Context: an optimization exercise on an open-source flow, tuned for small area. The choices shown serve that exercise and are no tape-out recipe.
The RTL was checked by simulation tests, not by an equivalence proof against the original design.
Power is estimated from default activity; no workload was simulated.

==> flow/design.v (excerpt) <==
module SYS_TOP (
 input  wire RST_N,
 input  wire CLK,
 input  wire UART_RX_IN,
 output wire UART_TX_O,
 output wire parity_error,
 output wire framing_error
);
Size in the first run: roughly 520 cells after synthesis, ~6 I/O pins, ~5900 sq um of cells after synthesis.
==> flow/config.mk <==
export PLATFORM = sky130hd
export DESIGN_NAME = SYS_TOP
export DESIGN_NICKNAME = SYS_TOP
export VERILOG_FILES = /design/flow/design.v
export SDC_FILE = /design/flow/constraint.sdc
export NUM_CORES = 4
export LEC_CHECK = 0
export ABC_AREA = 1
export CAP_MARGIN = 20
export CORE_MARGIN = 2
export CORE_UTILIZATION = 40
export CTS_BUF_LIST = sky130_fd_sc_hd__clkbuf_8
export SLEW_MARGIN = 20
==> flow/constraint.sdc <==
create_clock -name core_clock -period 40.0 [get_ports {CLK}]
set_input_delay 8.0000 -clock core_clock [delete_from_list [all_inputs] [get_ports {CLK}]]
set_output_delay 8.0000 -clock core_clock [all_outputs]
set_load 0.01 [all_outputs]
standard.sh (not shown) runs the stock make flow with config.mk's settings and CLKGATE_MAP_FILE= SYNTH_SCRIPT=/design/flow/synth_recipe.tcl, a recipe that flattens the netlist after the stock synthesis.
==> flow/flow/run.sh <==
#!/bin/bash
# The standard layout (standard.sh: unchanged synthesis, floorplan,
# placement, CTS, routing, finishing) with two changes:
#  - after synthesis, OpenROAD's restructure re-maps the combinational logic
#    for area (flow/restructure.tcl, run as ORFS's POST_SYNTH_TCL hook);
#  - clock tree synthesis inserts no dummy loads (it still uses clkbuf_8).
# standard.sh's make output goes to standard.log; ORFS keeps each step's log
# under orfs/logs.
set -o pipefail
here=$(pwd)
cp standard.sh standard.sh.log
export POST_SYNTH_TCL="$here/flow/restructure.tcl"
export CTS_ARGS="-sink_clustering_enable -repair_clock_nets -buf_list sky130_fd_sc_hd__clkbuf_8 -dont_use_dummy_load"
bash standard.sh > standard.log 2>&1
status=$?
tail -40 standard.log
exit $status
==> flow/flow/restructure.tcl <==
# Run by ORFS right after it reads the synthesized netlist (POST_SYNTH_TCL):
# re-map the combinational logic for area with OpenROAD's restructure (ABC).
# Registers are not touched, so they keep the standard synthesis's names
# and cell types.
if { [info exists ::env(LIB_FILES)] } {
  set rs_lib [lindex $::env(LIB_FILES) 0]
} else {
  set rs_lib /OpenROAD-flow-scripts/flow/platforms/sky130hd/lib/sky130_fd_sc_hd__tt_025C_1v80.lib
}
# work files go to the run's folder (the parent of this script's flow/)
set rs_dir [file normalize [file join [file dirname [file normalize [info script]]] .. restructure_work]]
file mkdir $rs_dir
report_design_area
restructure -target area -liberty_file $rs_lib \
  -tielo_port sky130_fd_sc_hd__conb_1/LO -tiehi_port sky130_fd_sc_hd__conb_1/HI \
  -work_dir $rs_dir -abc_logfile $rs_dir/abc.log
report_design_area
Rerun with:
==> flow/run.sh (new file) <==
#!/bin/bash
# synth_recipe.tcl (not shown) runs the flow's synth.tcl, then flattens the netlist and writes it again
# the make line also repeats each setting of config.mk as NAME=value (left out here)
make -C /OpenROAD-flow-scripts/flow DESIGN_CONFIG=/design/flow/config.mk WORK_HOME=/design/flow/orfs CLKGATE_MAP_FILE= SYNTH_SCRIPT=/design/flow/synth_recipe.tcl finish
removed: flow/flow/run.sh
removed: flow/flow/restructure.tcl
removed: flow/standard.sh
The new run went through all stages and came out clean.
Count of clock-buffer cells in the layout does not change.
Clock skew fell by 0.015 ns.
Via count came out higher by a few percent.
Cell area rises by roughly a tenth.
Setup slack is better by 0.22 ns.
Worst hold slack improves by 0.022 ns.
Synthesized cell count increases by about a fifth.
Sequential share of layout area is lower by 6.8 points.
Utilization climbs by 1.0 points.
Rerun with:
==> flow/flow/run.sh (new file) <==
#!/bin/bash
# The standard layout (standard.sh: unchanged synthesis, floorplan,
# placement, CTS, routing, finishing) with two changes:
#  - after synthesis, OpenROAD's restructure re-maps the combinational logic
#    for area (flow/restructure.tcl, run as ORFS's POST_SYNTH_TCL hook);
#  - clock tree synthesis inserts no dummy loads; its buffers are clkbuf_8,
#    except the root, a clkbuf_2 that only drives the tree buffers.
# standard.sh's make output goes to standard.log; ORFS keeps each step's log
# under orfs/logs.
set -o pipefail
here=$(pwd)
cp standard.sh standard.sh.log
export POST_SYNTH_TCL="$here/flow/restructure.tcl"
export CTS_ARGS="-sink_clustering_enable -repair_clock_nets -buf_list sky130_fd_sc_hd__clkbuf_8 -root_buf sky130_fd_sc_hd__clkbuf_2 -dont_use_dummy_load"
bash standard.sh > standard.log 2>&1
status=$?
tail -40 standard.log
exit $status
==> flow/flow/restructure.tcl (new file) <==
# Run by ORFS right after it reads the synthesized netlist (POST_SYNTH_TCL):
# re-map the combinational logic for area with OpenROAD's restructure (ABC).
# Registers are not touched, so they keep the standard synthesis's names
# and cell types.
if { [info exists ::env(LIB_FILES)] } {
  set rs_lib [lindex $::env(LIB_FILES) 0]
} else {
  set rs_lib /OpenROAD-flow-scripts/flow/platforms/sky130hd/lib/sky130_fd_sc_hd__tt_025C_1v80.lib
}
# work files go to the run's folder (the parent of this script's flow/)
set rs_dir [file normalize [file join [file dirname [file normalize [info script]]] .. restructure_work]]
file mkdir $rs_dir
report_design_area
restructure -target area -liberty_file $rs_lib \
  -tielo_port sky130_fd_sc_hd__conb_1/LO -tiehi_port sky130_fd_sc_hd__conb_1/HI \
  -work_dir $rs_dir -abc_logfile $rs_dir/abc.log
report_design_area
==> flow/standard.sh (new file) <==
#!/bin/bash
# synth_recipe.tcl (not shown) runs the flow's synth.tcl, then flattens the netlist and writes it again
# the make line also repeats each setting of config.mk as NAME=value (left out here)
make -C /OpenROAD-flow-scripts/flow DESIGN_CONFIG=/design/flow/config.mk WORK_HOME=/design/flow/orfs CLKGATE_MAP_FILE= SYNTH_SCRIPT=/design/flow/synth_recipe.tcl "${@:-finish}"
removed: flow/run.sh
Result:
- The changed run finished with timing, DRC and antenna clean
- setup slack got worse by 0.55 ns
- critical path depth rises by 1
- total power went down by 14%
- utilization falls by 1.1 points
- sequential share of layout area climbs by 6.8 points
- design area falls by 11%
- area after synthesis shrinks by 8.5%
- wire length came out lower by 4.3%

==> separate check: timing with driven ports <==
The flow's constraints put no driver on any port. The routed layouts listed below were extracted and timed again, unchanged, in two steps.
Step 1, drivers: a clkbuf_16 drives CLK and a buf_2 each remaining input, both assumed.
Step 2 adds t to the input delays and takes it off the output delays; t is the mean of the earliest and latest rising clock arrival at the registers after step 1. Input paths then give back, and output paths get back, about the clock's delay inside the block.
Slacks: ideal ports / drivers / drivers and shift; pairs: ideal ports / drivers.
run	t, ns	setup WS [ns]	worst hold slack (ns)	worst setup path after step 2	worst register clock-pin slew, ns
the first run	0.467	29.634 / 29.599 / 29.945	0.306 / 0.306 / 0.306	input to register	0.10 / 0.10
the second run	0.495	29.854 / 29.820 / 30.315	0.328 / 0.328 / 0.328	register to output	0.11 / 0.11
the third run	0.786	29.309 / 29.274 / 29.936	0.309 / 0.309 / 0.309	input to register	0.11 / 0.11
After both steps every run listed still meets setup and hold.
